Background: an optimization exercise with open tools, aiming at small area and a short achievable clock period. Do not read the settings as production practice. The RTL was checked by simulation tests, not by an equivalence proof against the original design. Power figures rest on the tool's default switching activity, not on a simulated workload.

**flow/flow/run.sh**
```bash
#!/bin/bash
# Own layout flow: the standard flow with the standard synthesis unchanged, and
#  - port buffers made from plain buffers (buf_1, resized later as timing needs) instead of the
#    default delay buffer,
#  - pins allowed on every routing track of the die's edge, so that the die can be small,
set -euo pipefail
MARGIN=${MARGIN:-6.8}
bash standard.sh \
  "BUFFER_PORTS_ARGS=-buffer_cell sky130_fd_sc_hd__buf_1" \
  "PLACE_PINS_ARGS=-min_distance 1 -min_distance_in_tracks" \
  "SETUP_SLACK_MARGIN=$MARGIN" \
  finish > standard.log 2>&1
```
**flow/standard.sh**
```bash
#!/bin/bash
# synth_recipe.tcl (not shown) runs the flow's synth.tcl, then flattens the netlist and writes it again
# the make line also repeats each setting of config.mk as NAME=value (left out here)
make -C /OpenROAD-flow-scripts/flow DESIGN_CONFIG=/design/flow/config.mk WORK_HOME=/design/flow/orfs CLKGATE_MAP_FILE= SYNTH_SCRIPT=/design/flow/synth_recipe.tcl "${@:-finish}"
```
**flow/config.mk**
```make
export PLATFORM = sky130hd
export DESIGN_NAME = adder
export DESIGN_NICKNAME = adder
export VERILOG_FILES = /design/flow/design.v
export SDC_FILE = /design/flow/constraint.sdc
export NUM_CORES = 4
export LEC_CHECK = 0
export ABC_AREA = 1
export CAP_MARGIN = 20
export CORE_AREA = 10 10 320 320
export CTS_CLUSTER_DIAMETER = 80
export CTS_CLUSTER_SIZE = 30
export DIE_AREA = 0 0 330 330
export PLACE_DENSITY = 0.75
export SLEW_MARGIN = 20
export SYNTH_HIERARCHICAL = 1
export SYNTH_MINIMUM_KEEP_SIZE = 0
```
**flow/constraint.sdc**
```tcl
create_clock -name core_clock -period 10.0 [get_ports {clk}]
set_input_delay 2.0000 -clock core_clock [delete_from_list [all_inputs] [get_ports {clk}]]
set_output_delay 2.0000 -clock core_clock [all_outputs]
set_load 0.01 [all_outputs]
```
**flow/design.v**
```verilog
module adder #(
    parameter N = 512,
    parameter p = 512'h65b48e8f740f89bffc8ab0d15e3e4c4ab42d083aedc88c425afbfcc69322c9cda7aac6c567f35507516730cc1f0b4f25c2721bf457aca8351b81b90533c6c87b,
    parameter word_size = 32,
    parameter chunks = N/word_size
    ) (
    input clk,
    input rst,
    input c_in,
    input wire [N-1:0] X, Y,
    output wire [N:0] Z,
    output reg done
);
reg state;
reg [511:0] bs;    
reg [127:0] bg;    
reg cr;           
reg [512:0] zr;
assign Z = zr;
always @(posedge clk) begin
    if (rst) begin
        state <= 1'b0;
        done <= 1'b0;
    end else begin
        state <= 1'b1;
        done <= state;
    end
end
integer i;
wire [511:0] ic;    
wire [511:0] isum;
wire [127:0] icout;
genvar b;
generate for (b = 0; b < 512; b = b + 1) begin : ib
    if (b % 4 == 0) begin
        assign isum[b] = X[b] ^ Y[b];
        assign ic[b] = X[b] & Y[b];
    end else begin
        adder_fa fa (.a(X[b]), .b(Y[b]), .ci(ic[b-1]), .s(isum[b]), .co(ic[b]));
    end
    if (b % 4 == 3) assign icout[b/4] = ic[b];
end endgenerate
always @(posedge clk) begin
    cr <= c_in;
    bs <= isum;
    bg <= icout;
end
wire [127:0] bp;
genvar j;
generate for (j = 0; j < 128; j = j + 1) begin : gp
    assign bp[j] = &bs[4*j +: 4];
end endgenerate
wire g0c = bg[0] | (bp[0] & cr);
wire pg1;
wire pg2;
wire pp2;
wire pg3;
wire pp3;
wire pg4;
wire pp4;
wire pg5;
wire pp5;
wire pg6;
wire pp6;
wire pg7;
wire pp7;
wire pg8;
wire pp8;
wire pg9;
wire pp9;
wire pg10;
wire pp10;
wire pg11;
wire pp11;
wire pg12;
wire pp12;
wire pg13;
wire pp13;
wire pg14;
wire pp14;
wire pg15;
wire pp15;
wire pg16;
wire pp16;
wire pg17;
wire pp17;
wire pg18;
wire pp18;
wire pg19;
wire pp19;
wire pg20;
wire pp20;
wire pg21;
wire pp21;
wire pg22;
wire pp22;
wire pg23;
wire pp23;
wire pg24;
wire pp24;
wire pg25;
wire pp25;
wire pg26;
wire pp26;
wire pg27;
wire pp27;
wire pg28;
wire pp28;
wire pg29;
wire pp29;
wire pg30;
wire pp30;
wire pg31;
wire pp31;
wire pg32;
wire pp32;
wire pg33;
wire pp33;
wire pg34;
wire pp34;
wire pg35;
wire pp35;
wire pg36;
wire pp36;
wire pg37;
wire pp37;
wire pg38;
wire pp38;
wire pg39;
wire pp39;
wire pg40;
wire pp40;
wire pg41;
wire pp41;
wire pg42;
wire pp42;
wire pg43;
wire pp43;
wire pg44;
wire pp44;
wire pg45;
wire pp45;
wire pg46;
wire pp46;
wire pg47;
wire pp47;
wire pg48;
wire pp48;
wire pg49;
wire pp49;
wire pg50;
wire pp50;
wire pg51;
wire pp51;
wire pg52;
wire pp52;
wire pg53;
wire pp53;
wire pg54;
wire pp54;
wire pg55;
wire pp55;
wire pg56;
wire pp56;
wire pg57;
wire pp57;
wire pg58;
wire pp58;
wire pg59;
wire pp59;
wire pg60;
wire pp60;
wire pg61;
wire pp61;
wire pg62;
wire pp62;
wire pg63;
wire pp63;
wire pg64;
wire pp64;
wire pg65;
wire pg66;
wire pp66;
wire pg67;
wire pp67;
wire pg68;
wire pp68;
wire pg69;
wire pp69;
wire pg70;
wire pp70;
wire pg71;
wire pp71;
wire pg72;
wire pp72;
wire pg73;
wire pp73;
wire pg74;
wire pp74;
wire pg75;
wire pp75;
wire pg76;
wire pp76;
wire pg77;
wire pp77;
wire pg78;
wire pp78;
wire pg79;
wire pp79;
wire pg80;
wire pp80;
wire pg81;
wire pp81;
wire pg82;
wire pp82;
wire pg83;
wire pp83;
wire pg84;
wire pp84;
wire pg85;
wire pp85;
wire pg86;
wire pp86;
wire pg87;
wire pp87;
wire pg88;
wire pp88;
wire pg89;
wire pp89;
wire pg90;
wire pp90;
wire pg91;
wire pp91;
wire pg92;
wire pp92;
wire pg93;
wire pp93;
wire pg94;
wire pp94;
wire pg95;
wire pp95;
wire pg96;
wire pp96;
wire pg97;
wire pp97;
wire pg98;
wire pp98;
wire pg99;
wire pp99;
wire pg100;
wire pp100;
wire pg101;
wire pp101;
wire pg102;
wire pp102;
wire pg103;
wire pp103;
wire pg104;
wire pp104;
wire pg105;
wire pp105;
wire pg106;
wire pp106;
wire pg107;
wire pp107;
wire pg108;
wire pp108;
wire pg109;
wire pp109;
wire pg110;
wire pp110;
wire pg111;
wire pp111;
wire pg112;
wire pp112;
wire pg113;
wire pp113;
wire pg114;
wire pp114;
wire pg115;
wire pp115;
wire pg116;
wire pp116;
wire pg117;
wire pp117;
wire pg118;
wire pp118;
wire pg119;
wire pp119;
wire pg120;
wire pp120;
wire pg121;
wire pp121;
wire pg122;
wire pp122;
wire pg123;
wire pp123;
wire pg124;
wire pp124;
wire pg125;
wire pp125;
wire pg126;
wire pp126;
wire pg127;
wire pp127;
wire pg128;
wire pg129;
wire pg130;
wire pp130;
wire pg131;
wire pp131;
wire pg132;
wire pp132;
wire pg133;
wire pp133;
wire pg134;
wire pp134;
wire pg135;
wire pp135;
wire pg136;
wire pp136;
wire pg137;
wire pp137;
wire pg138;
wire pp138;
wire pg139;
wire pp139;
wire pg140;
wire pp140;
wire pg141;
wire pp141;
wire pg142;
wire pp142;
wire pg143;
wire pp143;
wire pg144;
wire pp144;
wire pg145;
wire pp145;
wire pg146;
wire pp146;
wire pg147;
wire pp147;
wire pg148;
wire pp148;
wire pg149;
wire pp149;
wire pg150;
wire pp150;
wire pg151;
wire pp151;
wire pg152;
wire pp152;
wire pg153;
wire pp153;
wire pg154;
wire pp154;
wire pg155;
wire pp155;
wire pg156;
wire pp156;
wire pg157;
wire pp157;
wire pg158;
wire pp158;
wire pg159;
wire pp159;
wire pg160;
wire pp160;
wire pg161;
wire pp161;
wire pg162;
wire pp162;
wire pg163;
wire pp163;
wire pg164;
wire pp164;
wire pg165;
wire pp165;
wire pg166;
wire pp166;
wire pg167;
wire pp167;
wire pg168;
wire pp168;
wire pg169;
wire pp169;
wire pg170;
wire pp170;
wire pg171;
wire pp171;
wire pg172;
wire pp172;
wire pg173;
wire pp173;
wire pg174;
wire pp174;
wire pg175;
wire pp175;
wire pg176;
wire pp176;
wire pg177;
wire pp177;
wire pg178;
wire pp178;
wire pg179;
wire pp179;
wire pg180;
wire pp180;
wire pg181;
wire pp181;
wire pg182;
wire pp182;
wire pg183;
wire pp183;
wire pg184;
wire pp184;
wire pg185;
wire pp185;
wire pg186;
wire pp186;
wire pg187;
wire pp187;
wire pg188;
wire pp188;
wire pg189;
wire pp189;
wire pg190;
wire pg191;
wire pg192;
wire pg193;
wire pg194;
wire pp194;
wire pg195;
wire pp195;
wire pg196;
wire pp196;
wire pg197;
wire pp197;
wire pg198;
wire pp198;
wire pg199;
wire pp199;
wire pg200;
wire pp200;
wire pg201;
wire pp201;
wire pg202;
wire pp202;
wire pg203;
wire pp203;
wire pg204;
wire pp204;
wire pg205;
wire pp205;
wire pg206;
wire pp206;
wire pg207;
wire pp207;
wire pg208;
wire pp208;
wire pg209;
wire pp209;
wire pg210;
wire pp210;
wire pg211;
wire pp211;
wire pg212;
wire pp212;
wire pg213;
wire pp213;
wire pg214;
wire pp214;
wire pg215;
wire pp215;
wire pg216;
wire pp216;
wire pg217;
wire pp217;
wire pg218;
wire pp218;
wire pg219;
wire pp219;
wire pg220;
wire pp220;
wire pg221;
wire pp221;
wire pg222;
wire pp222;
wire pg223;
wire pp223;
wire pg224;
wire pp224;
wire pg225;
wire pp225;
wire pg226;
wire pp226;
wire pg227;
wire pp227;
wire pg228;
wire pp228;
wire pg229;
wire pp229;
wire pg230;
wire pp230;
wire pg231;
wire pp231;
wire pg232;
wire pp232;
wire pg233;
wire pp233;
wire pg234;
wire pp234;
wire pg235;
wire pp235;
wire pg236;
wire pp236;
wire pg237;
wire pp237;
wire pg238;
wire pp238;
wire pg239;
wire pp239;
wire pg240;
wire pp240;
wire pg241;
wire pp241;
wire pg242;
wire pp242;
wire pg243;
wire pp243;
wire pg244;
wire pp244;
wire pg245;
wire pp245;
wire pg246;
wire pp246;
wire pg247;
wire pp247;
wire pg248;
wire pp248;
wire pg249;
wire pp249;
wire pg250;
wire pg251;
wire pg252;
wire pg253;
wire pg254;
wire pg255;
wire pg256;
wire pg257;
wire pg258;
wire pp258;
wire pg259;
wire pp259;
wire pg260;
wire pp260;
wire pg261;
wire pp261;
wire pg262;
wire pp262;
wire pg263;
wire pp263;
wire pg264;
wire pp264;
wire pg265;
wire pp265;
wire pg266;
wire pp266;
wire pg267;
wire pp267;
wire pg268;
wire pp268;
wire pg269;
wire pp269;
wire pg270;
wire pp270;
wire pg271;
wire pp271;
wire pg272;
wire pp272;
wire pg273;
wire pp273;
wire pg274;
wire pp274;
wire pg275;
wire pp275;
wire pg276;
wire pp276;
wire pg277;
wire pp277;
wire pg278;
wire pp278;
wire pg279;
wire pp279;
wire pg280;
wire pp280;
wire pg281;
wire pp281;
wire pg282;
wire pp282;
wire pg283;
wire pp283;
wire pg284;
wire pp284;
wire pg285;
wire pp285;
wire pg286;
wire pp286;
wire pg287;
wire pp287;
wire pg288;
wire pp288;
wire pg289;
wire pp289;
wire pg290;
wire pp290;
wire pg291;
wire pp291;
wire pg292;
wire pp292;
wire pg293;
wire pp293;
wire pg294;
wire pp294;
wire pg295;
wire pp295;
wire pg296;
wire pp296;
wire pg297;
wire pp297;
wire pg298;
wire pp298;
wire pg299;
wire pp299;
wire pg300;
wire pp300;
wire pg301;
wire pp301;
wire pg302;
wire pp302;
wire pg303;
wire pp303;
wire pg304;
wire pp304;
wire pg305;
wire pp305;
wire pg306;
wire pg307;
wire pg308;
wire pg309;
wire pg310;
wire pg311;
wire pg312;
wire pg313;
wire pg314;
wire pg315;
wire pg316;
wire pg317;
wire pg318;
wire pg319;
wire pg320;
wire pg321;
wire pg322;
wire pp322;
wire pg323;
wire pp323;
wire pg324;
wire pp324;
wire pg325;
wire pp325;
wire pg326;
wire pp326;
wire pg327;
wire pp327;
wire pg328;
wire pp328;
wire pg329;
wire pp329;
wire pg330;
wire pp330;
wire pg331;
wire pp331;
wire pg332;
wire pp332;
wire pg333;
wire pp333;
wire pg334;
wire pp334;
wire pg335;
wire pp335;
wire pg336;
wire pp336;
wire pg337;
wire pp337;
wire pg338;
wire pp338;
wire pg339;
wire pp339;
wire pg340;
wire pp340;
wire pg341;
wire pp341;
wire pg342;
wire pp342;
wire pg343;
wire pp343;
wire pg344;
wire pp344;
wire pg345;
wire pp345;
wire pg346;
wire pp346;
wire pg347;
wire pp347;
wire pg348;
wire pp348;
wire pg349;
wire pp349;
wire pg350;
wire pp350;
wire pg351;
wire pp351;
wire pg352;
wire pp352;
wire pg353;
wire pp353;
wire pg354;
wire pg355;
wire pg356;
wire pg357;
wire pg358;
wire pg359;
wire pg360;
wire pg361;
wire pg362;
wire pg363;
wire pg364;
wire pg365;
wire pg366;
wire pg367;
wire pg368;
wire pg369;
wire pg370;
wire pg371;
wire pg372;
wire pg373;
wire pg374;
wire pg375;
wire pg376;
wire pg377;
wire pg378;
wire pg379;
wire pg380;
wire pg381;
wire pg382;
wire pg383;
wire pg384;
wire pg385;
wire pg386;
wire pg387;
wire pg388;
wire pg389;
wire pg390;
wire pg391;
wire pg392;
wire pg393;
wire pg394;
wire pg395;
wire pg396;
wire pg397;
wire pg398;
wire pg399;
wire pg400;
wire pg401;
wire pg402;
wire pg403;
wire pg404;
wire pg405;
wire pg406;
wire pg407;
wire pg408;
wire pg409;
wire pg410;
wire pg411;
wire pg412;
wire pg413;
wire pg414;
wire pg415;
wire pg416;
wire pg417;
wire pg418;
wire pg419;
wire pg420;
wire pg421;
wire pg422;
wire pg423;
wire pg424;
wire pg425;
wire pg426;
wire pg427;
wire pg428;
wire pg429;
wire pg430;
wire pg431;
wire pg432;
wire pg433;
wire pg434;
wire pg435;
wire pg436;
wire pg437;
wire pg438;
wire pg439;
wire pg440;
wire pg441;
wire pg442;
wire pg443;
wire pg444;
wire pg445;
wire pg446;
wire pg447;
wire pg448;
assign pg1 = bg[1] | (bp[1] & g0c);
assign pg2 = bg[3] | (bp[3] & bg[2]);
assign pp2 = bp[3] & bp[2];
assign pg3 = bg[5] | (bp[5] & bg[4]);
assign pp3 = bp[5] & bp[4];
assign pg4 = bg[7] | (bp[7] & bg[6]);
assign pp4 = bp[7] & bp[6];
assign pg5 = bg[9] | (bp[9] & bg[8]);
assign pp5 = bp[9] & bp[8];
assign pg6 = bg[11] | (bp[11] & bg[10]);
assign pp6 = bp[11] & bp[10];
assign pg7 = bg[13] | (bp[13] & bg[12]);
assign pp7 = bp[13] & bp[12];
assign pg8 = bg[15] | (bp[15] & bg[14]);
assign pp8 = bp[15] & bp[14];
assign pg9 = bg[17] | (bp[17] & bg[16]);
assign pp9 = bp[17] & bp[16];
assign pg10 = bg[19] | (bp[19] & bg[18]);
assign pp10 = bp[19] & bp[18];
assign pg11 = bg[21] | (bp[21] & bg[20]);
assign pp11 = bp[21] & bp[20];
assign pg12 = bg[23] | (bp[23] & bg[22]);
assign pp12 = bp[23] & bp[22];
assign pg13 = bg[25] | (bp[25] & bg[24]);
assign pp13 = bp[25] & bp[24];
assign pg14 = bg[27] | (bp[27] & bg[26]);
assign pp14 = bp[27] & bp[26];
assign pg15 = bg[29] | (bp[29] & bg[28]);
assign pp15 = bp[29] & bp[28];
assign pg16 = bg[31] | (bp[31] & bg[30]);
assign pp16 = bp[31] & bp[30];
assign pg17 = bg[33] | (bp[33] & bg[32]);
assign pp17 = bp[33] & bp[32];
assign pg18 = bg[35] | (bp[35] & bg[34]);
assign pp18 = bp[35] & bp[34];
assign pg19 = bg[37] | (bp[37] & bg[36]);
assign pp19 = bp[37] & bp[36];
assign pg20 = bg[39] | (bp[39] & bg[38]);
assign pp20 = bp[39] & bp[38];
assign pg21 = bg[41] | (bp[41] & bg[40]);
assign pp21 = bp[41] & bp[40];
assign pg22 = bg[43] | (bp[43] & bg[42]);
assign pp22 = bp[43] & bp[42];
assign pg23 = bg[45] | (bp[45] & bg[44]);
assign pp23 = bp[45] & bp[44];
assign pg24 = bg[47] | (bp[47] & bg[46]);
assign pp24 = bp[47] & bp[46];
assign pg25 = bg[49] | (bp[49] & bg[48]);
assign pp25 = bp[49] & bp[48];
assign pg26 = bg[51] | (bp[51] & bg[50]);
assign pp26 = bp[51] & bp[50];
assign pg27 = bg[53] | (bp[53] & bg[52]);
assign pp27 = bp[53] & bp[52];
assign pg28 = bg[55] | (bp[55] & bg[54]);
assign pp28 = bp[55] & bp[54];
assign pg29 = bg[57] | (bp[57] & bg[56]);
assign pp29 = bp[57] & bp[56];
assign pg30 = bg[59] | (bp[59] & bg[58]);
assign pp30 = bp[59] & bp[58];
assign pg31 = bg[61] | (bp[61] & bg[60]);
assign pp31 = bp[61] & bp[60];
assign pg32 = bg[63] | (bp[63] & bg[62]);
assign pp32 = bp[63] & bp[62];
assign pg33 = bg[65] | (bp[65] & bg[64]);
assign pp33 = bp[65] & bp[64];
assign pg34 = bg[67] | (bp[67] & bg[66]);
assign pp34 = bp[67] & bp[66];
assign pg35 = bg[69] | (bp[69] & bg[68]);
assign pp35 = bp[69] & bp[68];
assign pg36 = bg[71] | (bp[71] & bg[70]);
assign pp36 = bp[71] & bp[70];
assign pg37 = bg[73] | (bp[73] & bg[72]);
assign pp37 = bp[73] & bp[72];
assign pg38 = bg[75] | (bp[75] & bg[74]);
assign pp38 = bp[75] & bp[74];
assign pg39 = bg[77] | (bp[77] & bg[76]);
assign pp39 = bp[77] & bp[76];
assign pg40 = bg[79] | (bp[79] & bg[78]);
assign pp40 = bp[79] & bp[78];
assign pg41 = bg[81] | (bp[81] & bg[80]);
assign pp41 = bp[81] & bp[80];
assign pg42 = bg[83] | (bp[83] & bg[82]);
assign pp42 = bp[83] & bp[82];
assign pg43 = bg[85] | (bp[85] & bg[84]);
assign pp43 = bp[85] & bp[84];
assign pg44 = bg[87] | (bp[87] & bg[86]);
assign pp44 = bp[87] & bp[86];
assign pg45 = bg[89] | (bp[89] & bg[88]);
assign pp45 = bp[89] & bp[88];
assign pg46 = bg[91] | (bp[91] & bg[90]);
assign pp46 = bp[91] & bp[90];
assign pg47 = bg[93] | (bp[93] & bg[92]);
assign pp47 = bp[93] & bp[92];
assign pg48 = bg[95] | (bp[95] & bg[94]);
assign pp48 = bp[95] & bp[94];
assign pg49 = bg[97] | (bp[97] & bg[96]);
assign pp49 = bp[97] & bp[96];
assign pg50 = bg[99] | (bp[99] & bg[98]);
assign pp50 = bp[99] & bp[98];
assign pg51 = bg[101] | (bp[101] & bg[100]);
assign pp51 = bp[101] & bp[100];
assign pg52 = bg[103] | (bp[103] & bg[102]);
assign pp52 = bp[103] & bp[102];
assign pg53 = bg[105] | (bp[105] & bg[104]);
assign pp53 = bp[105] & bp[104];
assign pg54 = bg[107] | (bp[107] & bg[106]);
assign pp54 = bp[107] & bp[106];
assign pg55 = bg[109] | (bp[109] & bg[108]);
assign pp55 = bp[109] & bp[108];
assign pg56 = bg[111] | (bp[111] & bg[110]);
assign pp56 = bp[111] & bp[110];
assign pg57 = bg[113] | (bp[113] & bg[112]);
assign pp57 = bp[113] & bp[112];
assign pg58 = bg[115] | (bp[115] & bg[114]);
assign pp58 = bp[115] & bp[114];
assign pg59 = bg[117] | (bp[117] & bg[116]);
assign pp59 = bp[117] & bp[116];
assign pg60 = bg[119] | (bp[119] & bg[118]);
assign pp60 = bp[119] & bp[118];
assign pg61 = bg[121] | (bp[121] & bg[120]);
assign pp61 = bp[121] & bp[120];
assign pg62 = bg[123] | (bp[123] & bg[122]);
assign pp62 = bp[123] & bp[122];
assign pg63 = bg[125] | (bp[125] & bg[124]);
assign pp63 = bp[125] & bp[124];
assign pg64 = bg[127] | (bp[127] & bg[126]);
assign pp64 = bp[127] & bp[126];
assign pg65 = pg2 | (pp2 & pg1);
assign pg66 = pg3 | (pp3 & pg2);
assign pp66 = pp3 & pp2;
assign pg67 = pg4 | (pp4 & pg3);
assign pp67 = pp4 & pp3;
assign pg68 = pg5 | (pp5 & pg4);
assign pp68 = pp5 & pp4;
assign pg69 = pg6 | (pp6 & pg5);
assign pp69 = pp6 & pp5;
assign pg70 = pg7 | (pp7 & pg6);
assign pp70 = pp7 & pp6;
assign pg71 = pg8 | (pp8 & pg7);
assign pp71 = pp8 & pp7;
assign pg72 = pg9 | (pp9 & pg8);
assign pp72 = pp9 & pp8;
assign pg73 = pg10 | (pp10 & pg9);
assign pp73 = pp10 & pp9;
assign pg74 = pg11 | (pp11 & pg10);
assign pp74 = pp11 & pp10;
assign pg75 = pg12 | (pp12 & pg11);
assign pp75 = pp12 & pp11;
assign pg76 = pg13 | (pp13 & pg12);
assign pp76 = pp13 & pp12;
assign pg77 = pg14 | (pp14 & pg13);
assign pp77 = pp14 & pp13;
assign pg78 = pg15 | (pp15 & pg14);
assign pp78 = pp15 & pp14;
assign pg79 = pg16 | (pp16 & pg15);
assign pp79 = pp16 & pp15;
assign pg80 = pg17 | (pp17 & pg16);
assign pp80 = pp17 & pp16;
assign pg81 = pg18 | (pp18 & pg17);
assign pp81 = pp18 & pp17;
assign pg82 = pg19 | (pp19 & pg18);
assign pp82 = pp19 & pp18;
assign pg83 = pg20 | (pp20 & pg19);
assign pp83 = pp20 & pp19;
assign pg84 = pg21 | (pp21 & pg20);
assign pp84 = pp21 & pp20;
assign pg85 = pg22 | (pp22 & pg21);
assign pp85 = pp22 & pp21;
assign pg86 = pg23 | (pp23 & pg22);
assign pp86 = pp23 & pp22;
assign pg87 = pg24 | (pp24 & pg23);
assign pp87 = pp24 & pp23;
assign pg88 = pg25 | (pp25 & pg24);
assign pp88 = pp25 & pp24;
assign pg89 = pg26 | (pp26 & pg25);
assign pp89 = pp26 & pp25;
assign pg90 = pg27 | (pp27 & pg26);
assign pp90 = pp27 & pp26;
assign pg91 = pg28 | (pp28 & pg27);
assign pp91 = pp28 & pp27;
assign pg92 = pg29 | (pp29 & pg28);
assign pp92 = pp29 & pp28;
assign pg93 = pg30 | (pp30 & pg29);
assign pp93 = pp30 & pp29;
assign pg94 = pg31 | (pp31 & pg30);
assign pp94 = pp31 & pp30;
assign pg95 = pg32 | (pp32 & pg31);
assign pp95 = pp32 & pp31;
assign pg96 = pg33 | (pp33 & pg32);
assign pp96 = pp33 & pp32;
assign pg97 = pg34 | (pp34 & pg33);
assign pp97 = pp34 & pp33;
assign pg98 = pg35 | (pp35 & pg34);
assign pp98 = pp35 & pp34;
assign pg99 = pg36 | (pp36 & pg35);
assign pp99 = pp36 & pp35;
assign pg100 = pg37 | (pp37 & pg36);
assign pp100 = pp37 & pp36;
assign pg101 = pg38 | (pp38 & pg37);
assign pp101 = pp38 & pp37;
assign pg102 = pg39 | (pp39 & pg38);
assign pp102 = pp39 & pp38;
assign pg103 = pg40 | (pp40 & pg39);
assign pp103 = pp40 & pp39;
assign pg104 = pg41 | (pp41 & pg40);
assign pp104 = pp41 & pp40;
assign pg105 = pg42 | (pp42 & pg41);
assign pp105 = pp42 & pp41;
assign pg106 = pg43 | (pp43 & pg42);
assign pp106 = pp43 & pp42;
assign pg107 = pg44 | (pp44 & pg43);
assign pp107 = pp44 & pp43;
assign pg108 = pg45 | (pp45 & pg44);
assign pp108 = pp45 & pp44;
assign pg109 = pg46 | (pp46 & pg45);
assign pp109 = pp46 & pp45;
assign pg110 = pg47 | (pp47 & pg46);
assign pp110 = pp47 & pp46;
assign pg111 = pg48 | (pp48 & pg47);
assign pp111 = pp48 & pp47;
assign pg112 = pg49 | (pp49 & pg48);
assign pp112 = pp49 & pp48;
assign pg113 = pg50 | (pp50 & pg49);
assign pp113 = pp50 & pp49;
assign pg114 = pg51 | (pp51 & pg50);
assign pp114 = pp51 & pp50;
assign pg115 = pg52 | (pp52 & pg51);
assign pp115 = pp52 & pp51;
assign pg116 = pg53 | (pp53 & pg52);
assign pp116 = pp53 & pp52;
assign pg117 = pg54 | (pp54 & pg53);
assign pp117 = pp54 & pp53;
assign pg118 = pg55 | (pp55 & pg54);
assign pp118 = pp55 & pp54;
assign pg119 = pg56 | (pp56 & pg55);
assign pp119 = pp56 & pp55;
assign pg120 = pg57 | (pp57 & pg56);
assign pp120 = pp57 & pp56;
assign pg121 = pg58 | (pp58 & pg57);
assign pp121 = pp58 & pp57;
assign pg122 = pg59 | (pp59 & pg58);
assign pp122 = pp59 & pp58;
assign pg123 = pg60 | (pp60 & pg59);
assign pp123 = pp60 & pp59;
assign pg124 = pg61 | (pp61 & pg60);
assign pp124 = pp61 & pp60;
assign pg125 = pg62 | (pp62 & pg61);
assign pp125 = pp62 & pp61;
assign pg126 = pg63 | (pp63 & pg62);
assign pp126 = pp63 & pp62;
assign pg127 = pg64 | (pp64 & pg63);
assign pp127 = pp64 & pp63;
assign pg128 = pg66 | (pp66 & pg1);
assign pg129 = pg67 | (pp67 & pg65);
assign pg130 = pg68 | (pp68 & pg66);
assign pp130 = pp68 & pp66;
assign pg131 = pg69 | (pp69 & pg67);
assign pp131 = pp69 & pp67;
assign pg132 = pg70 | (pp70 & pg68);
assign pp132 = pp70 & pp68;
assign pg133 = pg71 | (pp71 & pg69);
assign pp133 = pp71 & pp69;
assign pg134 = pg72 | (pp72 & pg70);
assign pp134 = pp72 & pp70;
assign pg135 = pg73 | (pp73 & pg71);
assign pp135 = pp73 & pp71;
assign pg136 = pg74 | (pp74 & pg72);
assign pp136 = pp74 & pp72;
assign pg137 = pg75 | (pp75 & pg73);
assign pp137 = pp75 & pp73;
assign pg138 = pg76 | (pp76 & pg74);
assign pp138 = pp76 & pp74;
assign pg139 = pg77 | (pp77 & pg75);
assign pp139 = pp77 & pp75;
assign pg140 = pg78 | (pp78 & pg76);
assign pp140 = pp78 & pp76;
assign pg141 = pg79 | (pp79 & pg77);
assign pp141 = pp79 & pp77;
assign pg142 = pg80 | (pp80 & pg78);
assign pp142 = pp80 & pp78;
assign pg143 = pg81 | (pp81 & pg79);
assign pp143 = pp81 & pp79;
assign pg144 = pg82 | (pp82 & pg80);
assign pp144 = pp82 & pp80;
assign pg145 = pg83 | (pp83 & pg81);
assign pp145 = pp83 & pp81;
assign pg146 = pg84 | (pp84 & pg82);
assign pp146 = pp84 & pp82;
assign pg147 = pg85 | (pp85 & pg83);
assign pp147 = pp85 & pp83;
assign pg148 = pg86 | (pp86 & pg84);
assign pp148 = pp86 & pp84;
assign pg149 = pg87 | (pp87 & pg85);
assign pp149 = pp87 & pp85;
assign pg150 = pg88 | (pp88 & pg86);
assign pp150 = pp88 & pp86;
assign pg151 = pg89 | (pp89 & pg87);
assign pp151 = pp89 & pp87;
assign pg152 = pg90 | (pp90 & pg88);
assign pp152 = pp90 & pp88;
assign pg153 = pg91 | (pp91 & pg89);
assign pp153 = pp91 & pp89;
assign pg154 = pg92 | (pp92 & pg90);
assign pp154 = pp92 & pp90;
assign pg155 = pg93 | (pp93 & pg91);
assign pp155 = pp93 & pp91;
assign pg156 = pg94 | (pp94 & pg92);
assign pp156 = pp94 & pp92;
assign pg157 = pg95 | (pp95 & pg93);
assign pp157 = pp95 & pp93;
assign pg158 = pg96 | (pp96 & pg94);
assign pp158 = pp96 & pp94;
assign pg159 = pg97 | (pp97 & pg95);
assign pp159 = pp97 & pp95;
assign pg160 = pg98 | (pp98 & pg96);
assign pp160 = pp98 & pp96;
assign pg161 = pg99 | (pp99 & pg97);
assign pp161 = pp99 & pp97;
assign pg162 = pg100 | (pp100 & pg98);
assign pp162 = pp100 & pp98;
assign pg163 = pg101 | (pp101 & pg99);
assign pp163 = pp101 & pp99;
assign pg164 = pg102 | (pp102 & pg100);
assign pp164 = pp102 & pp100;
assign pg165 = pg103 | (pp103 & pg101);
assign pp165 = pp103 & pp101;
assign pg166 = pg104 | (pp104 & pg102);
assign pp166 = pp104 & pp102;
assign pg167 = pg105 | (pp105 & pg103);
assign pp167 = pp105 & pp103;
assign pg168 = pg106 | (pp106 & pg104);
assign pp168 = pp106 & pp104;
assign pg169 = pg107 | (pp107 & pg105);
assign pp169 = pp107 & pp105;
assign pg170 = pg108 | (pp108 & pg106);
assign pp170 = pp108 & pp106;
assign pg171 = pg109 | (pp109 & pg107);
assign pp171 = pp109 & pp107;
assign pg172 = pg110 | (pp110 & pg108);
assign pp172 = pp110 & pp108;
assign pg173 = pg111 | (pp111 & pg109);
assign pp173 = pp111 & pp109;
assign pg174 = pg112 | (pp112 & pg110);
assign pp174 = pp112 & pp110;
assign pg175 = pg113 | (pp113 & pg111);
assign pp175 = pp113 & pp111;
assign pg176 = pg114 | (pp114 & pg112);
assign pp176 = pp114 & pp112;
assign pg177 = pg115 | (pp115 & pg113);
assign pp177 = pp115 & pp113;
assign pg178 = pg116 | (pp116 & pg114);
assign pp178 = pp116 & pp114;
assign pg179 = pg117 | (pp117 & pg115);
assign pp179 = pp117 & pp115;
assign pg180 = pg118 | (pp118 & pg116);
assign pp180 = pp118 & pp116;
assign pg181 = pg119 | (pp119 & pg117);
assign pp181 = pp119 & pp117;
assign pg182 = pg120 | (pp120 & pg118);
assign pp182 = pp120 & pp118;
assign pg183 = pg121 | (pp121 & pg119);
assign pp183 = pp121 & pp119;
assign pg184 = pg122 | (pp122 & pg120);
assign pp184 = pp122 & pp120;
assign pg185 = pg123 | (pp123 & pg121);
assign pp185 = pp123 & pp121;
assign pg186 = pg124 | (pp124 & pg122);
assign pp186 = pp124 & pp122;
assign pg187 = pg125 | (pp125 & pg123);
assign pp187 = pp125 & pp123;
assign pg188 = pg126 | (pp126 & pg124);
assign pp188 = pp126 & pp124;
assign pg189 = pg127 | (pp127 & pg125);
assign pp189 = pp127 & pp125;
assign pg190 = pg130 | (pp130 & pg1);
assign pg191 = pg131 | (pp131 & pg65);
assign pg192 = pg132 | (pp132 & pg128);
assign pg193 = pg133 | (pp133 & pg129);
assign pg194 = pg134 | (pp134 & pg130);
assign pp194 = pp134 & pp130;
assign pg195 = pg135 | (pp135 & pg131);
assign pp195 = pp135 & pp131;
assign pg196 = pg136 | (pp136 & pg132);
assign pp196 = pp136 & pp132;
assign pg197 = pg137 | (pp137 & pg133);
assign pp197 = pp137 & pp133;
assign pg198 = pg138 | (pp138 & pg134);
assign pp198 = pp138 & pp134;
assign pg199 = pg139 | (pp139 & pg135);
assign pp199 = pp139 & pp135;
assign pg200 = pg140 | (pp140 & pg136);
assign pp200 = pp140 & pp136;
assign pg201 = pg141 | (pp141 & pg137);
assign pp201 = pp141 & pp137;
assign pg202 = pg142 | (pp142 & pg138);
assign pp202 = pp142 & pp138;
assign pg203 = pg143 | (pp143 & pg139);
assign pp203 = pp143 & pp139;
assign pg204 = pg144 | (pp144 & pg140);
assign pp204 = pp144 & pp140;
assign pg205 = pg145 | (pp145 & pg141);
assign pp205 = pp145 & pp141;
assign pg206 = pg146 | (pp146 & pg142);
assign pp206 = pp146 & pp142;
assign pg207 = pg147 | (pp147 & pg143);
assign pp207 = pp147 & pp143;
assign pg208 = pg148 | (pp148 & pg144);
assign pp208 = pp148 & pp144;
assign pg209 = pg149 | (pp149 & pg145);
assign pp209 = pp149 & pp145;
assign pg210 = pg150 | (pp150 & pg146);
assign pp210 = pp150 & pp146;
assign pg211 = pg151 | (pp151 & pg147);
assign pp211 = pp151 & pp147;
assign pg212 = pg152 | (pp152 & pg148);
assign pp212 = pp152 & pp148;
assign pg213 = pg153 | (pp153 & pg149);
assign pp213 = pp153 & pp149;
assign pg214 = pg154 | (pp154 & pg150);
assign pp214 = pp154 & pp150;
assign pg215 = pg155 | (pp155 & pg151);
assign pp215 = pp155 & pp151;
assign pg216 = pg156 | (pp156 & pg152);
assign pp216 = pp156 & pp152;
assign pg217 = pg157 | (pp157 & pg153);
assign pp217 = pp157 & pp153;
assign pg218 = pg158 | (pp158 & pg154);
assign pp218 = pp158 & pp154;
assign pg219 = pg159 | (pp159 & pg155);
assign pp219 = pp159 & pp155;
assign pg220 = pg160 | (pp160 & pg156);
assign pp220 = pp160 & pp156;
assign pg221 = pg161 | (pp161 & pg157);
assign pp221 = pp161 & pp157;
assign pg222 = pg162 | (pp162 & pg158);
assign pp222 = pp162 & pp158;
assign pg223 = pg163 | (pp163 & pg159);
assign pp223 = pp163 & pp159;
assign pg224 = pg164 | (pp164 & pg160);
assign pp224 = pp164 & pp160;
assign pg225 = pg165 | (pp165 & pg161);
assign pp225 = pp165 & pp161;
assign pg226 = pg166 | (pp166 & pg162);
assign pp226 = pp166 & pp162;
assign pg227 = pg167 | (pp167 & pg163);
assign pp227 = pp167 & pp163;
assign pg228 = pg168 | (pp168 & pg164);
assign pp228 = pp168 & pp164;
assign pg229 = pg169 | (pp169 & pg165);
assign pp229 = pp169 & pp165;
assign pg230 = pg170 | (pp170 & pg166);
assign pp230 = pp170 & pp166;
assign pg231 = pg171 | (pp171 & pg167);
assign pp231 = pp171 & pp167;
assign pg232 = pg172 | (pp172 & pg168);
assign pp232 = pp172 & pp168;
assign pg233 = pg173 | (pp173 & pg169);
assign pp233 = pp173 & pp169;
assign pg234 = pg174 | (pp174 & pg170);
assign pp234 = pp174 & pp170;
assign pg235 = pg175 | (pp175 & pg171);
assign pp235 = pp175 & pp171;
assign pg236 = pg176 | (pp176 & pg172);
assign pp236 = pp176 & pp172;
assign pg237 = pg177 | (pp177 & pg173);
assign pp237 = pp177 & pp173;
assign pg238 = pg178 | (pp178 & pg174);
assign pp238 = pp178 & pp174;
assign pg239 = pg179 | (pp179 & pg175);
assign pp239 = pp179 & pp175;
assign pg240 = pg180 | (pp180 & pg176);
assign pp240 = pp180 & pp176;
assign pg241 = pg181 | (pp181 & pg177);
assign pp241 = pp181 & pp177;
assign pg242 = pg182 | (pp182 & pg178);
assign pp242 = pp182 & pp178;
assign pg243 = pg183 | (pp183 & pg179);
assign pp243 = pp183 & pp179;
assign pg244 = pg184 | (pp184 & pg180);
assign pp244 = pp184 & pp180;
assign pg245 = pg185 | (pp185 & pg181);
assign pp245 = pp185 & pp181;
assign pg246 = pg186 | (pp186 & pg182);
assign pp246 = pp186 & pp182;
assign pg247 = pg187 | (pp187 & pg183);
assign pp247 = pp187 & pp183;
assign pg248 = pg188 | (pp188 & pg184);
assign pp248 = pp188 & pp184;
assign pg249 = pg189 | (pp189 & pg185);
assign pp249 = pp189 & pp185;
assign pg250 = pg194 | (pp194 & pg1);
assign pg251 = pg195 | (pp195 & pg65);
assign pg252 = pg196 | (pp196 & pg128);
assign pg253 = pg197 | (pp197 & pg129);
assign pg254 = pg198 | (pp198 & pg190);
assign pg255 = pg199 | (pp199 & pg191);
assign pg256 = pg200 | (pp200 & pg192);
assign pg257 = pg201 | (pp201 & pg193);
assign pg258 = pg202 | (pp202 & pg194);
assign pp258 = pp202 & pp194;
assign pg259 = pg203 | (pp203 & pg195);
assign pp259 = pp203 & pp195;
assign pg260 = pg204 | (pp204 & pg196);
assign pp260 = pp204 & pp196;
assign pg261 = pg205 | (pp205 & pg197);
assign pp261 = pp205 & pp197;
assign pg262 = pg206 | (pp206 & pg198);
assign pp262 = pp206 & pp198;
assign pg263 = pg207 | (pp207 & pg199);
assign pp263 = pp207 & pp199;
assign pg264 = pg208 | (pp208 & pg200);
assign pp264 = pp208 & pp200;
assign pg265 = pg209 | (pp209 & pg201);
assign pp265 = pp209 & pp201;
assign pg266 = pg210 | (pp210 & pg202);
assign pp266 = pp210 & pp202;
assign pg267 = pg211 | (pp211 & pg203);
assign pp267 = pp211 & pp203;
assign pg268 = pg212 | (pp212 & pg204);
assign pp268 = pp212 & pp204;
assign pg269 = pg213 | (pp213 & pg205);
assign pp269 = pp213 & pp205;
assign pg270 = pg214 | (pp214 & pg206);
assign pp270 = pp214 & pp206;
assign pg271 = pg215 | (pp215 & pg207);
assign pp271 = pp215 & pp207;
assign pg272 = pg216 | (pp216 & pg208);
assign pp272 = pp216 & pp208;
assign pg273 = pg217 | (pp217 & pg209);
assign pp273 = pp217 & pp209;
assign pg274 = pg218 | (pp218 & pg210);
assign pp274 = pp218 & pp210;
assign pg275 = pg219 | (pp219 & pg211);
assign pp275 = pp219 & pp211;
assign pg276 = pg220 | (pp220 & pg212);
assign pp276 = pp220 & pp212;
assign pg277 = pg221 | (pp221 & pg213);
assign pp277 = pp221 & pp213;
assign pg278 = pg222 | (pp222 & pg214);
assign pp278 = pp222 & pp214;
assign pg279 = pg223 | (pp223 & pg215);
assign pp279 = pp223 & pp215;
assign pg280 = pg224 | (pp224 & pg216);
assign pp280 = pp224 & pp216;
assign pg281 = pg225 | (pp225 & pg217);
assign pp281 = pp225 & pp217;
assign pg282 = pg226 | (pp226 & pg218);
assign pp282 = pp226 & pp218;
assign pg283 = pg227 | (pp227 & pg219);
assign pp283 = pp227 & pp219;
assign pg284 = pg228 | (pp228 & pg220);
assign pp284 = pp228 & pp220;
assign pg285 = pg229 | (pp229 & pg221);
assign pp285 = pp229 & pp221;
assign pg286 = pg230 | (pp230 & pg222);
assign pp286 = pp230 & pp222;
assign pg287 = pg231 | (pp231 & pg223);
assign pp287 = pp231 & pp223;
assign pg288 = pg232 | (pp232 & pg224);
assign pp288 = pp232 & pp224;
assign pg289 = pg233 | (pp233 & pg225);
assign pp289 = pp233 & pp225;
assign pg290 = pg234 | (pp234 & pg226);
assign pp290 = pp234 & pp226;
assign pg291 = pg235 | (pp235 & pg227);
assign pp291 = pp235 & pp227;
assign pg292 = pg236 | (pp236 & pg228);
assign pp292 = pp236 & pp228;
assign pg293 = pg237 | (pp237 & pg229);
assign pp293 = pp237 & pp229;
assign pg294 = pg238 | (pp238 & pg230);
assign pp294 = pp238 & pp230;
assign pg295 = pg239 | (pp239 & pg231);
assign pp295 = pp239 & pp231;
assign pg296 = pg240 | (pp240 & pg232);
assign pp296 = pp240 & pp232;
assign pg297 = pg241 | (pp241 & pg233);
assign pp297 = pp241 & pp233;
assign pg298 = pg242 | (pp242 & pg234);
assign pp298 = pp242 & pp234;
assign pg299 = pg243 | (pp243 & pg235);
assign pp299 = pp243 & pp235;
assign pg300 = pg244 | (pp244 & pg236);
assign pp300 = pp244 & pp236;
assign pg301 = pg245 | (pp245 & pg237);
assign pp301 = pp245 & pp237;
assign pg302 = pg246 | (pp246 & pg238);
assign pp302 = pp246 & pp238;
assign pg303 = pg247 | (pp247 & pg239);
assign pp303 = pp247 & pp239;
assign pg304 = pg248 | (pp248 & pg240);
assign pp304 = pp248 & pp240;
assign pg305 = pg249 | (pp249 & pg241);
assign pp305 = pp249 & pp241;
assign pg306 = pg258 | (pp258 & pg1);
assign pg307 = pg259 | (pp259 & pg65);
assign pg308 = pg260 | (pp260 & pg128);
assign pg309 = pg261 | (pp261 & pg129);
assign pg310 = pg262 | (pp262 & pg190);
assign pg311 = pg263 | (pp263 & pg191);
assign pg312 = pg264 | (pp264 & pg192);
assign pg313 = pg265 | (pp265 & pg193);
assign pg314 = pg266 | (pp266 & pg250);
assign pg315 = pg267 | (pp267 & pg251);
assign pg316 = pg268 | (pp268 & pg252);
assign pg317 = pg269 | (pp269 & pg253);
assign pg318 = pg270 | (pp270 & pg254);
assign pg319 = pg271 | (pp271 & pg255);
assign pg320 = pg272 | (pp272 & pg256);
assign pg321 = pg273 | (pp273 & pg257);
assign pg322 = pg274 | (pp274 & pg258);
assign pp322 = pp274 & pp258;
assign pg323 = pg275 | (pp275 & pg259);
assign pp323 = pp275 & pp259;
assign pg324 = pg276 | (pp276 & pg260);
assign pp324 = pp276 & pp260;
assign pg325 = pg277 | (pp277 & pg261);
assign pp325 = pp277 & pp261;
assign pg326 = pg278 | (pp278 & pg262);
assign pp326 = pp278 & pp262;
assign pg327 = pg279 | (pp279 & pg263);
assign pp327 = pp279 & pp263;
assign pg328 = pg280 | (pp280 & pg264);
assign pp328 = pp280 & pp264;
assign pg329 = pg281 | (pp281 & pg265);
assign pp329 = pp281 & pp265;
assign pg330 = pg282 | (pp282 & pg266);
assign pp330 = pp282 & pp266;
assign pg331 = pg283 | (pp283 & pg267);
assign pp331 = pp283 & pp267;
assign pg332 = pg284 | (pp284 & pg268);
assign pp332 = pp284 & pp268;
assign pg333 = pg285 | (pp285 & pg269);
assign pp333 = pp285 & pp269;
assign pg334 = pg286 | (pp286 & pg270);
assign pp334 = pp286 & pp270;
assign pg335 = pg287 | (pp287 & pg271);
assign pp335 = pp287 & pp271;
assign pg336 = pg288 | (pp288 & pg272);
assign pp336 = pp288 & pp272;
assign pg337 = pg289 | (pp289 & pg273);
assign pp337 = pp289 & pp273;
assign pg338 = pg290 | (pp290 & pg274);
assign pp338 = pp290 & pp274;
assign pg339 = pg291 | (pp291 & pg275);
assign pp339 = pp291 & pp275;
assign pg340 = pg292 | (pp292 & pg276);
assign pp340 = pp292 & pp276;
assign pg341 = pg293 | (pp293 & pg277);
assign pp341 = pp293 & pp277;
assign pg342 = pg294 | (pp294 & pg278);
assign pp342 = pp294 & pp278;
assign pg343 = pg295 | (pp295 & pg279);
assign pp343 = pp295 & pp279;
assign pg344 = pg296 | (pp296 & pg280);
assign pp344 = pp296 & pp280;
assign pg345 = pg297 | (pp297 & pg281);
assign pp345 = pp297 & pp281;
assign pg346 = pg298 | (pp298 & pg282);
assign pp346 = pp298 & pp282;
assign pg347 = pg299 | (pp299 & pg283);
assign pp347 = pp299 & pp283;
assign pg348 = pg300 | (pp300 & pg284);
assign pp348 = pp300 & pp284;
assign pg349 = pg301 | (pp301 & pg285);
assign pp349 = pp301 & pp285;
assign pg350 = pg302 | (pp302 & pg286);
assign pp350 = pp302 & pp286;
assign pg351 = pg303 | (pp303 & pg287);
assign pp351 = pp303 & pp287;
assign pg352 = pg304 | (pp304 & pg288);
assign pp352 = pp304 & pp288;
assign pg353 = pg305 | (pp305 & pg289);
assign pp353 = pp305 & pp289;
assign pg354 = pg322 | (pp322 & pg1);
assign pg355 = pg323 | (pp323 & pg65);
assign pg356 = pg324 | (pp324 & pg128);
assign pg357 = pg325 | (pp325 & pg129);
assign pg358 = pg326 | (pp326 & pg190);
assign pg359 = pg327 | (pp327 & pg191);
assign pg360 = pg328 | (pp328 & pg192);
assign pg361 = pg329 | (pp329 & pg193);
assign pg362 = pg330 | (pp330 & pg250);
assign pg363 = pg331 | (pp331 & pg251);
assign pg364 = pg332 | (pp332 & pg252);
assign pg365 = pg333 | (pp333 & pg253);
assign pg366 = pg334 | (pp334 & pg254);
assign pg367 = pg335 | (pp335 & pg255);
assign pg368 = pg336 | (pp336 & pg256);
assign pg369 = pg337 | (pp337 & pg257);
assign pg370 = pg338 | (pp338 & pg306);
assign pg371 = pg339 | (pp339 & pg307);
assign pg372 = pg340 | (pp340 & pg308);
assign pg373 = pg341 | (pp341 & pg309);
assign pg374 = pg342 | (pp342 & pg310);
assign pg375 = pg343 | (pp343 & pg311);
assign pg376 = pg344 | (pp344 & pg312);
assign pg377 = pg345 | (pp345 & pg313);
assign pg378 = pg346 | (pp346 & pg314);
assign pg379 = pg347 | (pp347 & pg315);
assign pg380 = pg348 | (pp348 & pg316);
assign pg381 = pg349 | (pp349 & pg317);
assign pg382 = pg350 | (pp350 & pg318);
assign pg383 = pg351 | (pp351 & pg319);
assign pg384 = pg352 | (pp352 & pg320);
assign pg385 = pg353 | (pp353 & pg321);
assign pg386 = bg[2] | (bp[2] & pg1);
assign pg387 = bg[4] | (bp[4] & pg65);
assign pg388 = bg[6] | (bp[6] & pg128);
assign pg389 = bg[8] | (bp[8] & pg129);
assign pg390 = bg[10] | (bp[10] & pg190);
assign pg391 = bg[12] | (bp[12] & pg191);
assign pg392 = bg[14] | (bp[14] & pg192);
assign pg393 = bg[16] | (bp[16] & pg193);
assign pg394 = bg[18] | (bp[18] & pg250);
assign pg395 = bg[20] | (bp[20] & pg251);
assign pg396 = bg[22] | (bp[22] & pg252);
assign pg397 = bg[24] | (bp[24] & pg253);
assign pg398 = bg[26] | (bp[26] & pg254);
assign pg399 = bg[28] | (bp[28] & pg255);
assign pg400 = bg[30] | (bp[30] & pg256);
assign pg401 = bg[32] | (bp[32] & pg257);
assign pg402 = bg[34] | (bp[34] & pg306);
assign pg403 = bg[36] | (bp[36] & pg307);
assign pg404 = bg[38] | (bp[38] & pg308);
assign pg405 = bg[40] | (bp[40] & pg309);
assign pg406 = bg[42] | (bp[42] & pg310);
assign pg407 = bg[44] | (bp[44] & pg311);
assign pg408 = bg[46] | (bp[46] & pg312);
assign pg409 = bg[48] | (bp[48] & pg313);
assign pg410 = bg[50] | (bp[50] & pg314);
assign pg411 = bg[52] | (bp[52] & pg315);
assign pg412 = bg[54] | (bp[54] & pg316);
assign pg413 = bg[56] | (bp[56] & pg317);
assign pg414 = bg[58] | (bp[58] & pg318);
assign pg415 = bg[60] | (bp[60] & pg319);
assign pg416 = bg[62] | (bp[62] & pg320);
assign pg417 = bg[64] | (bp[64] & pg321);
assign pg418 = bg[66] | (bp[66] & pg354);
assign pg419 = bg[68] | (bp[68] & pg355);
assign pg420 = bg[70] | (bp[70] & pg356);
assign pg421 = bg[72] | (bp[72] & pg357);
assign pg422 = bg[74] | (bp[74] & pg358);
assign pg423 = bg[76] | (bp[76] & pg359);
assign pg424 = bg[78] | (bp[78] & pg360);
assign pg425 = bg[80] | (bp[80] & pg361);
assign pg426 = bg[82] | (bp[82] & pg362);
assign pg427 = bg[84] | (bp[84] & pg363);
assign pg428 = bg[86] | (bp[86] & pg364);
assign pg429 = bg[88] | (bp[88] & pg365);
assign pg430 = bg[90] | (bp[90] & pg366);
assign pg431 = bg[92] | (bp[92] & pg367);
assign pg432 = bg[94] | (bp[94] & pg368);
assign pg433 = bg[96] | (bp[96] & pg369);
assign pg434 = bg[98] | (bp[98] & pg370);
assign pg435 = bg[100] | (bp[100] & pg371);
assign pg436 = bg[102] | (bp[102] & pg372);
assign pg437 = bg[104] | (bp[104] & pg373);
assign pg438 = bg[106] | (bp[106] & pg374);
assign pg439 = bg[108] | (bp[108] & pg375);
assign pg440 = bg[110] | (bp[110] & pg376);
assign pg441 = bg[112] | (bp[112] & pg377);
assign pg442 = bg[114] | (bp[114] & pg378);
assign pg443 = bg[116] | (bp[116] & pg379);
assign pg444 = bg[118] | (bp[118] & pg380);
assign pg445 = bg[120] | (bp[120] & pg381);
assign pg446 = bg[122] | (bp[122] & pg382);
assign pg447 = bg[124] | (bp[124] & pg383);
assign pg448 = bg[126] | (bp[126] & pg384);
wire [128:0] bc;
assign bc[0] = cr;
assign bc[1] = g0c;
assign bc[2] = pg1;
assign bc[3] = pg386;
assign bc[4] = pg65;
assign bc[5] = pg387;
assign bc[6] = pg128;
assign bc[7] = pg388;
assign bc[8] = pg129;
assign bc[9] = pg389;
assign bc[10] = pg190;
assign bc[11] = pg390;
assign bc[12] = pg191;
assign bc[13] = pg391;
assign bc[14] = pg192;
assign bc[15] = pg392;
assign bc[16] = pg193;
assign bc[17] = pg393;
assign bc[18] = pg250;
assign bc[19] = pg394;
assign bc[20] = pg251;
assign bc[21] = pg395;
assign bc[22] = pg252;
assign bc[23] = pg396;
assign bc[24] = pg253;
assign bc[25] = pg397;
assign bc[26] = pg254;
assign bc[27] = pg398;
assign bc[28] = pg255;
assign bc[29] = pg399;
assign bc[30] = pg256;
assign bc[31] = pg400;
assign bc[32] = pg257;
assign bc[33] = pg401;
assign bc[34] = pg306;
assign bc[35] = pg402;
assign bc[36] = pg307;
assign bc[37] = pg403;
assign bc[38] = pg308;
assign bc[39] = pg404;
assign bc[40] = pg309;
assign bc[41] = pg405;
assign bc[42] = pg310;
assign bc[43] = pg406;
assign bc[44] = pg311;
assign bc[45] = pg407;
assign bc[46] = pg312;
assign bc[47] = pg408;
assign bc[48] = pg313;
assign bc[49] = pg409;
assign bc[50] = pg314;
assign bc[51] = pg410;
assign bc[52] = pg315;
assign bc[53] = pg411;
assign bc[54] = pg316;
assign bc[55] = pg412;
assign bc[56] = pg317;
assign bc[57] = pg413;
assign bc[58] = pg318;
assign bc[59] = pg414;
assign bc[60] = pg319;
assign bc[61] = pg415;
assign bc[62] = pg320;
assign bc[63] = pg416;
assign bc[64] = pg321;
assign bc[65] = pg417;
assign bc[66] = pg354;
assign bc[67] = pg418;
assign bc[68] = pg355;
assign bc[69] = pg419;
assign bc[70] = pg356;
assign bc[71] = pg420;
assign bc[72] = pg357;
assign bc[73] = pg421;
assign bc[74] = pg358;
assign bc[75] = pg422;
assign bc[76] = pg359;
assign bc[77] = pg423;
assign bc[78] = pg360;
assign bc[79] = pg424;
assign bc[80] = pg361;
assign bc[81] = pg425;
assign bc[82] = pg362;
assign bc[83] = pg426;
assign bc[84] = pg363;
assign bc[85] = pg427;
assign bc[86] = pg364;
assign bc[87] = pg428;
assign bc[88] = pg365;
assign bc[89] = pg429;
assign bc[90] = pg366;
assign bc[91] = pg430;
assign bc[92] = pg367;
assign bc[93] = pg431;
assign bc[94] = pg368;
assign bc[95] = pg432;
assign bc[96] = pg369;
assign bc[97] = pg433;
assign bc[98] = pg370;
assign bc[99] = pg434;
assign bc[100] = pg371;
assign bc[101] = pg435;
assign bc[102] = pg372;
assign bc[103] = pg436;
assign bc[104] = pg373;
assign bc[105] = pg437;
assign bc[106] = pg374;
assign bc[107] = pg438;
assign bc[108] = pg375;
assign bc[109] = pg439;
assign bc[110] = pg376;
assign bc[111] = pg440;
assign bc[112] = pg377;
assign bc[113] = pg441;
assign bc[114] = pg378;
assign bc[115] = pg442;
assign bc[116] = pg379;
assign bc[117] = pg443;
assign bc[118] = pg380;
assign bc[119] = pg444;
assign bc[120] = pg381;
assign bc[121] = pg445;
assign bc[122] = pg382;
assign bc[123] = pg446;
assign bc[124] = pg383;
assign bc[125] = pg447;
assign bc[126] = pg384;
assign bc[127] = pg448;
assign bc[128] = pg385;
wire [511:0] zsum;
generate for (b = 0; b < 512; b = b + 1) begin : ob
    if (b % 4 == 0) assign zsum[b] = bs[b] ^ bc[b/4];
    else assign zsum[b] = bs[b] ^ (bc[b/4] & (&bs[b-1:b-(b%4)]));
end endgenerate
always @(posedge clk) begin
    if (!done) zr <= {bc[128], zsum};
end
endmodule
module adder_fa (input a, input b, input ci, output s, output co);
assign {co, s} = a + b + ci;
endmodule
```
==> results of run 1 <==
## modules after synthesis, one instance, submodules excluded
module / flip-flops and latches / cells / copies in the design
adder: 1156 / 4458 / 1
adder_fa: 0 / 1 / 384
## timing repair
action                                  4_1_cts  5_1_grt
hold endpoints to repair                      0        0
endpoints found under the setup margin      513      695
cloned                                        0        0
gates resized for setup                     718      279
## cell families after synthesis
group / share of synthesized area [%]
and+or+nand+nor: 16.79
xor gates and xnor gates: 3.668
DFF: 52.40
AOI/OAI and AO/OA: 1.938
buffers and inverters: 5.015
adders and majority gates: 20.18
## where the power goes
part / internal [W] / total [W] / switching [W]
clock: 0.00104 / 0.00258 / 0.00155
sequential: 0.00593 / 0.00642 / 0.000497
combinational: 0.00127 / 0.00322 / 0.00195
total: 0.00824 / 0.0122 / 0.00399
## routing by layer
layer / vias to the layer above / part of all wire, % / global-route usage (%)
met2: 2141 / 46 / 54.06
met3: 674 / 10 / 11.61
met1: 18950 / 34 / 37.24
li1: 18360 / - / -
met4: 16 / 10 / 29.63
met5: - / 0.073 / 0.3104
## worst min path at each step
| stage | start | endpoint | slack (ps) | depth (start not counted) |
|---|---|---|---|---|
| 6_report | state$_DFF_P_ | done$_SDFF_PP0_ | 410 | 2 |
| 5_1_grt | state$_DFF_P_ | done$_SDFF_PP0_ | 420 | 2 |
| 3_5_place_dp | state$_DFF_P_ | done$_SDFF_PP0_ | 390 | 2 |
| 3_3_place_gp | state$_DFF_P_ | done$_SDFF_PP0_ | 380 | 2 |
| 4_1_cts | state$_DFF_P_ | done$_SDFF_PP0_ | 410 | 2 |
| 2_1_floorplan | state$_DFF_P_ | done$_SDFF_PP0_ | 380 | 2 |
## registers in the layout (all words and copies together), names as in the netlist
register,count
bs,512
cr,1
bg,128
done,1
state,1
zr,513
## metrics by stage
step	total power, W	instances	area (um2)	hold WS (ps)	utilization, %
floorplan	0.007704	4842	54300	380.9	-
global route	0.01269	7777	65600	419.3	68.95
finish	0.01223	7781	65610	409.2	68.96
global placement	0.009129	7652	61730	382.8	64.87
detailed placement	0.009223	7652	61730	393.8	64.87
CTS	0.01202	7745	64880	409.4	68.19
## area by class of cell
type | instances | area [um2] | area share [%]
sequential | 1156 | 28280 | 43.10
multi-input combinational | 2965 | 23310 | 35.53
timing repair buffer | 1545 | 7984 | 12.17
inverter | 721 | 2710 | 4.130
tap | 1265 | 1583 | 2.412
clock buffer | 72 | 1408 | 2.145
clock inverter | 21 | 245.2 | 0.3738
antenna | 36 | 90.09 | 0.1373
## cell usage after synthesis (101+ instances only)
| cell | count | area [um2] |
|---|---|---|
| nand2_1 | 1146 | 4302 |
| dfxtp_1 | 643 | 12870 |
| inv_1 | 628 | 2357 |
| edfxtp_1 | 513 | 15400 |
| fa_1 | 384 | 7687 |
| nor2_1 | 257 | 964.7 |
| ha_1 | 256 | 3203 |
| xor2_1 | 191 | 1673 |
| nand2_2 | 123 | 769.5 |
| a21oi_1 | 107 | 535.5 |
| nand3_1 | 107 | 535.5 |
| nor2_2 | 101 | 631.9 |
==> impl_metrics.toml, run 1 <==
[run_status]
run_status = "finished clean"

[sta]
fin_ws_ps = 6623
rsz0062_at_grt = "true"
fin_skew_ps = 44.14
slew_violations = 0
slew_headroom_pct = 31.19
finalCriticalPeriod_ps = 3377
fmax_mhz = 296.2
finalHoldViolations = 0
worst_pin_slew_ps = 1032
finalSetupTns_ps = 0
setup_viol = 0
fin_crit_sh_pct = 33.77

[logic_synthesis]
syn_nets = 6509
async_flop_share_pct = 0
synth-main-ff-cell = "dfxtp_1"
yosysWarnings = 7
yosys_register_bits = 1156
yosys.cell_types.count = 41
synth_area_um2 = 53960
yosysSeqAreaShare_pct = 52.40
syn_inst = 4842
synth-edff-count = 513
avgSynthCellArea_um2 = 11.14

[floorplan]
num_io_pins = 1541
fp.dieW_um = 330
die_area_um2 = 108900
core_area_um2 = 95150
rows = 113
initial_utilization_pct = 56.71
die_h_um = 330

[placement]
dp_slack_ps = 6217
gp_congestion = 1.015
dp_hpwl_um = 164400
port-buffer-count = 1540

[global_routing]
grt_pass1_vias = 41550
overflow = 0
antenna_found_initial = 45
grt_pass1_wl_um = 269000
grt_start_max_net_pins = 183
grtUsageTotal_pct = 34.42

[final_layout]
layout_commonest_cell = "nand2_1"
most-common-layout-cells = "nand2_1, buf_1, dfxtp_1"
fillers = 7272
nNetsFinal = 8106
area_delta_synth_final_pct = 21.59
layout-drive-gt1-share_pct = 16.99

[critical_path]
crit_path_cell_trace = "clkbuf_2"
slowest_stage = "edfxtp_1"
startpoint = "zr[324]$_DFFE_PN_"
critPathArrivalTime_ps = 1380
crit_cells = 1
path_buf_inv = 1
reg2reg_from = "bs[130]$_DFF_P_"
critPathKind = "flip-flop to primary output"
worstReg2RegEnd = "zr[325]$_DFFE_PN_"
crit_fanout = 1
critical_path.max_stage_delay_ps = 520
cp.required_ps = 8000
reg2reg_slack_ps = 6910
r2r_cells = 16
worstSetupStartpointType = "flip-flop"
cp_top_family = "flip-flops"
critPathCaptureType = "primary output"
critPathCapture = "Z[324]"

[detailed_routing]
vias = 40140
via_per_inst = 5.159
drc = 0
first_iter_violations = 3419
wl_um = 194100
drt_pass1_iterations = 6
antenna_left = 0
wire_per_inst_um = 24.95

[clocking]
cts_buffers = 50
clkLatencyLatePin_ps = 680
cts_tree = "done"
cts_buffer_depth = 3
h-tree-depth = 2
post_cts_buffers = 0
cts_hold_buf = 0
clk_pin_slew_ps = 110
root_buffer = "clkbuf_16"
cts.sink_count = 1156

[min_path]
hold_path_class = "flip-flop to flip-flop"

[pwr]
p_per_area_nw_per_um2 = 186.3
power_leakage_nw = 29.40
peakVddDrop_mv = 0.1364

[job]
cap_violations = 0
==> inputs of run 2 (changes only) <==
==> flow/flow/run.sh (replaced) <==
#!/bin/bash
set -euo pipefail
MARGIN=${MARGIN:-6.5}
bash standard.sh \
  "BUFFER_PORTS_ARGS=-buffer_cell sky130_fd_sc_hd__buf_1" \
  "SETUP_SLACK_MARGIN=$MARGIN" \
  finish > standard.log 2>&1
--- a/flow/config.mk
+++ b/flow/config.mk
@@ -9,7 +9,6 @@
 export CAP_MARGIN = 20
-export CORE_AREA = 10 10 320 320
+export CORE_AREA = 10 10 530 530
 export CTS_CLUSTER_DIAMETER = 80
 export CTS_CLUSTER_SIZE = 30
-export DIE_AREA = 0 0 330 330
-export PLACE_DENSITY = 0.75
+export DIE_AREA = 0 0 540 540
 export SLEW_MARGIN = 20
==> run 2 against run 1 <==
Still clean on timing, DRC and antenna. Sequential cell count stayed put. Utilization is 44 points lower. Register-to-register slack worse by 490 ps. Synthesized area stayed put. Hold slack worse by 9.7 ps. Critical path type is now flip-flop to flip-flop. Critical endpoint is now zr[386]$_DFFE_PN_.
==> impl_metrics.toml, run 2 <==
[run_status]
run_status = "finished clean"

[logic_synthesis]
synthTopCellsByCount = "nand2_1, dfxtp_1, inv_1"
syn_inst = 4842
synthSimpleGateAreaFrac_pct = 16.79
synth-main-ff-cell = "dfxtp_1"
async_flop_share_pct = 0
synthAdderAreaFrac_pct = 20.18
yosysSeqAreaShare_pct = 52.40
syn_nets = 6509
synth_area_um2 = 53960
yosys_register_bits = 1156
synth-edff-count = 513
synth_top_area_share_pct = 28.55
synth_area_leaders = "edfxtp_1, dfxtp_1, fa_1"
yosysWarnings = 7
muxShareOfSynthArea_pct = 0
synth-xor-area-share_pct = 3.668
yosysMostFrequentCell = "nand2_1"
netlist.top_cell.by_area = "edfxtp_1"
synth_top_family_by_area = "adder cells"
synth_compound_area_share_pct = 1.938
yosys.cell_types.count = 41
avgSynthCellArea_um2 = 11.14

[detailed_routing]
wire_per_inst_um = 27.95
antenna_left = 0
vias = 40020
drc = 0
via_per_inst = 3.945
wl_um = 283500
drt_pass1_iterations = 5
first_iter_violations = 2921

[floorplan]
fp.dieW_um = 540
num_io_pins = 1541
rows = 190
die_h_um = 540
core_area_um2 = 268600
die_area_um2 = 291600
initial_utilization_pct = 20.09

[sta]
fin_crit_sh_pct = 35.82
slew_headroom_pct = 30.86
finalCriticalPeriod_ps = 3582
rsz0062_at_grt = "true"
slew_violations = 0
fin_skew_ps = 67.59
setup_viol = 0
finalSetupTns_ps = 0
finalHoldViolations = 0
fmax_mhz = 279.2
worst_pin_slew_ps = 1037

[final_layout]
most-common-layout-cells = "buf_1, nand2_1, dfxtp_1"
fillers = 28820
regArea_um2 = 28280
top_register = "zr"
layout-drive-gt1-share_pct = 12.38
top_regs = "zr: 513 flops, bs: 512 flops, bg: 128 flops"
fin_util_pct = 25.35
largest_register_ffs = 513
area_delta_synth_final_pct = 26.18
multiInputGateArea_um2 = 23130
nNetsFinal = 8140
layout_commonest_cell = "buf_1"

[global_routing]
grt_start_max_net_pins = 140
grtUsageTotal_pct = 18.65
grt_pass1_wl_um = 367000
overflow = 0
grt_pass1_vias = 40950
antenna_found_initial = 142

[critical_path]
critPathCaptureType = "flip-flop"
cp.required_ps = 10480
worstSetupStartpointType = "flip-flop"
startpoint = "bs[221]$_DFF_P_"
crit_fanout = 4
critPathArrivalTime_ps = 4060
critPathKind = "flip-flop to flip-flop"
reg2reg_from = "bs[221]$_DFF_P_"

[clocking]
clk_pin_slew_ps = 100
root_buffer = "clkbuf_16"
cts_tree = "done"
h-tree-depth = 3
clkLatencyLatePin_ps = 760
cts_buffer_depth = 3
cts_buffers = 82
post_cts_buffers = 0
cts.sink_count = 1156

[min_path]
min-delay-start = "state$_DFF_P_"
hold_path_class = "flip-flop to flip-flop"

[pwr]
peakVddDrop_mv = 0.1195
p_per_area_nw_per_um2 = 198.4
power_leakage_nw = 28.80

[placement]
port-buffer-count = 1540
gp_congestion = 0.9792
dp_hpwl_um = 255300

[job]
cap_violations = 0
-- run 2: cell count changes in the layout (fill, tap and decap cells not counted), moves of 10 or more --
cell and change:
clkbuf_1 -14, diode_2 +14, inv_16 +10, ha_1 +19, nand2_1 -10, fa_2 -38, buf_6 -239, clkbuf_2 -86
buf_1 +329, clkinv_16 +16, nor2_4 +10, ha_4 -19, fa_1 +38, clkbuf_16 +30
-- run 2: per-stage QoR --
step	total power [W]	hold WS (ps)	cells	setup slack [ps]	instance area, um2
after global placement	0.009632	385.1	9941	5606	64270
after floorplan	0.007696	380.9	4842	1555	53970
after global routing	0.01417	416.1	10120	6487	68020
after CTS	0.01371	402.7	10100	6448	67910
after detailed placement	0.009646	391.0	9941	5737	64270
final	0.01351	399.4	10150	6418	68090
-- run 2: path summary, 6_finish.rpt --
path,endpoint,slack [ps],depth (start not counted)
max,zr[386]$_DFFE_PN_,6420,12
min,done$_SDFF_PP0_,400,2
max reg2reg,zr[386]$_DFFE_PN_,6420,12
min reg2reg,done$_SDFF_PP0_,400,2
-- run 2: layout make-up --
type	count	area share [%]
tap	3552	6.527
clock inverter	65	1.737
sequential	1156	41.53
inverter	721	3.980
clock buffer	89	3.100
multi-input combinational	2965	33.97
timing repair buffer	1547	8.966
antenna	50	0.1838
-- run 2: critical path: stages, from the launching register on --
cell,delay (ps)
dfxtp_1,370
nand2_1,90
nor2_1,190
nand2_1,280
nor2_4,420
nand2_2,240
nor2_4,330
nand2_1,330
nor2_1,210
nand2_2,70
nand2_2,180
nand2_1,90
xnor2_1,480
-- run 2: kinds of logic (layout without fill, tap and decap cells) --
group           count (synthesis)  in the layout
flops                        1156           1156
fa+ha+maj                     640            640
compound gates                168            168
xor+xnor                      226            226
buf+inv                       721           2422
other cells                     0             50
simple gates                 1931           1931
-- run 2: what timing repair did --
item,in CTS,in global routing
hold endpoints to repair,0,0
cloned,0,0
gates resized for setup,208,18
hold buffers,0,0
setup endpoints to repair,354,42
pin swaps,0,2
-- run 2: where the power goes --
group | leakage, nW | internal (W) | total (W) | switching (W)
logic | 16.6 | 0.000937 | 0.00313 | 0.00219
registers | 10.7 | 0.00593 | 0.00641 | 0.000485
clock network | 1.56 | 0.00177 | 0.00397 | 0.00220
total | 28.8 | 0.00863 | 0.0135 | 0.00488
-- run 2: modules after synthesis, one instance, submodules excluded --
module	cells	flip-flops and latches	copies in the design
adder	4458	1156	1
adder_fa	1	0	384
-- run 2: layer usage --
layer	part of all wire (%)	global-route usage (%)	vias up
met5	0.11	0	-
met4	4.6	7.693	50
met3	10	7.194	398
met2	44	29.50	1803
met1	41	22.71	19260
li1	-	-	18510

re-timing with driven ports:
Ports are ideal in the flow. The routed layouts listed here were re-timed in OpenROAD. Step 1 (the two cells are an assumption about what drives the block):
set clk [get_ports {clk}]
set_driving_cell -lib_cell sky130_fd_sc_hd__clkbuf_16 $clk
set_driving_cell -lib_cell sky130_fd_sc_hd__buf_2 [delete_from_list [all_inputs] $clk]
Step 2 adds t to the input delays and takes it off the output delays; t is the mean of the earliest and latest rising clock arrival at the registers after step 1. Input paths then give back, and output paths get back, about the clock's delay inside the block. a / b / c = ideal ports / drivers / drivers and shift; a / b = the first two.
run	t (ns)	setup slack, ns	worst setup path after step 2	clock arrival spread, ns
run 1	0.733	6.623 / 6.548 / 6.161	input to register	0.044 / 0.044
run 2	0.823	6.418 / 6.418 / 6.115	input to register	0.068 / 0.068
After both steps every run listed still meets setup and hold. For run 1, which loses most, drivers alone change the setup slack by -0.075 ns; drivers and shift together by -0.462 ns.
